What follows belongs to an exercise in optimizing a design on an open flow for small area; a production flow would make more cautious choices. Function was checked by simulation only, so behaviour that the tests miss may differ from the original. Power is estimated from default activity; no workload was simulated.

Design parser_wrapper, start of the top module:
module parser_wrapper #(
  parameter C_BUS_DATA_WIDTH = 512                 ,
  parameter C_BUS_KEEP_WIDTH = (C_BUS_DATA_WIDTH/8)
) (
  input  wire                        CLK              ,
  input  wire                        RST_N            ,
  input  wire [C_BUS_DATA_WIDTH-1:0] IN_PACKET_TDATA  ,
  output wire                        IN_PACKET_TREADY ,
  input  wire                        IN_PACKET_TVALID ,
  input  wire                        IN_PACKET_TLAST  ,
  input  wire [C_BUS_KEEP_WIDTH-1:0] IN_PACKET_TKEEP  ,
  output wire [C_BUS_DATA_WIDTH-1:0] OUT_PACKET_TDATA ,
  input  wire                        OUT_PACKET_TREADY,
  output wire                        OUT_PACKET_TVALID,
  output wire                        OUT_PACKET_TLAST ,
  output wire [C_BUS_KEEP_WIDTH-1:0] OUT_PACKET_TKEEP ,
  output wire                        RULE_TDATA       ,
  output wire                        RULE_TVALID
);
For scale: roughly 720 cells after synthesis, roughly 5200 um^2 of cells after synthesis.
export LEC_CHECK = 0
export CAP_MARGIN = 20
export CORE_AREA = 5 5 315 315
export DIE_AREA = 0 0 320 320
export SLEW_MARGIN = 20
export BUFFER_PORTS_ARGS = -buffer_cell sky130_fd_sc_hd__buf_1
export CTS_ARGS = -root_buf sky130_fd_sc_hd__clkbuf_2 -buf_list sky130_fd_sc_hd__clkbuf_2 -dont_use_dummy_load -repair_clock_nets
create_clock -name core_clock -period 5.0 [get_ports {CLK}]
standard.sh (not shown) runs the stock make flow with config.mk's settings and CLKGATE_MAP_FILE= SYNTH_SCRIPT=/design/flow/synth_recipe.tcl, a recipe that flattens the netlist after the stock synthesis.
==> flow/flow/run.sh <==
#!/bin/bash
# Standard ORFS layout with two changes:
#  - flow/extra.mk is added to config.mk: the port buffers are the smallest
#    buffer (buf_1), and the clock tree options;
#  - after the standard synthesis, the gates that compute the verdict are
#    replaced by a hand-mapped NAND/NOR netlist (flow/gen_logic.py), proven
#    equivalent with Yosys before it is used.  Registers are untouched.
set -euo pipefail
W="$(cd "$(dirname "$0")/.." && pwd)"
cd "$W"
cat flow/extra.mk >> config.mk
bash standard.sh synth > synth.log 2>&1
R="$W/orfs/results/${FLOW_PLATFORM:-sky130hd}/parser_wrapper/base"
LIB=/OpenROAD-flow-scripts/flow/platforms/sky130hd/lib/sky130_fd_sc_hd__tt_025C_1v80.lib
cp "$R/1_2_yosys.v" "$W/synth_standard.v"
if python3 flow/remap.py "$W/synth_standard.v" "$W/synth_remap.v" verdict > remap.log 2>&1; then
  sed "s#LIBFILE#$LIB#;s#OLDNET#$W/synth_standard.v#;s#NEWNET#$W/synth_remap.v#" flow/eqv.ys > eqv_run.ys
  if yosys -q eqv_run.ys > eqv.log 2>&1; then
    echo "equivalent: using the hand-mapped netlist" >> remap.log
    cp "$W/synth_remap.v" "$R/1_2_yosys.v"
    touch "$R/1_2_yosys.v"
  else
    echo "not proven equivalent: keeping the standard netlist" >> remap.log
  fi
fi
bash standard.sh > layout.log 2>&1
==> flow/flow/extra.mk <==
export BUFFER_PORTS_ARGS = -buffer_cell sky130_fd_sc_hd__buf_1
export CTS_ARGS = -root_buf sky130_fd_sc_hd__clkbuf_2 -buf_list sky130_fd_sc_hd__clkbuf_2 -dont_use_dummy_load -repair_clock_nets
Other scripts of this flow, unchanged in this note and not shown: flow/flow/areas.json, flow/flow/eqv.ys, flow/flow/gen_logic.py, flow/flow/remap.py
The baseline died in 3_2_place_iop.
Change:
==> flow/flow/extra.mk (replaced) <==
export BUFFER_PORTS_ARGS = -buffer_cell sky130_fd_sc_hd__buf_1
export CTS_ARGS = -root_buf sky130_fd_sc_hd__clkbuf_2 -buf_list sky130_fd_sc_hd__clkbuf_2 -dont_use_dummy_load -repair_clock_nets
export GPL_KEEP_OVERFLOW = 0
Settings changed: CAP_MARGIN 20 to 5, CORE_AREA 5 5 315 315 to 5 5 325 325, DIE_AREA 0 0 320 320 to 0 0 330 330, GPL_KEEP_OVERFLOW set to 0, SLEW_MARGIN 20 to 5.
What happened:
- This time the run completed with no timing, DRC or antenna violations
- synthesized area does not change
- synthesized cell count stays the same
Change:
Settings changed: CAP_MARGIN 5 to 20, CORE_AREA 5 5 325 325 to 5 5 355 355, DIE_AREA 0 0 330 330 to 0 0 360 360, SLEW_MARGIN 5 to 20.
Result:
- register-to-register slack barely changes
- global-route usage drops by 1.4 points
- sequential power is about the same
- total power climbs by 3.7%
- maximum frequency climbs by 11%
- setup slack improves by 380 ps
- wire length climbs by 8.8%
- final area climbs by 7.5%
- flip-flop and latch count stays the same

afterwards: timing with drivers on the ports:
The results above use ideal ports. As a check the final layouts listed here were re-extracted and re-timed, cells and wires unchanged.
Step 1: set_driving_cell puts a clkbuf_16 on CLK and a buf_2 on each other input, an assumption about the parent block.
Step 2 also shifts input and output timing later by t, the mid clock arrival at the registers, as if the neighbouring blocks saw the same clock.
Slacks: no drivers / after step 1 / after step 2; pairs: no drivers / after step 1.
run	t, ns	setup WS [ns]	slew at the worst register clock pin (ns)
the second run	0.252	1.298 / 1.288 / 1.036	0.06 / 0.06
the third run	0.265	1.679 / 1.612 / 1.347	0.06 / 0.06
After both steps every run listed still meets setup and hold. The setup slack of the third run, which loses most, moves by -0.067 ns with the drivers and by -0.332 ns with both steps.
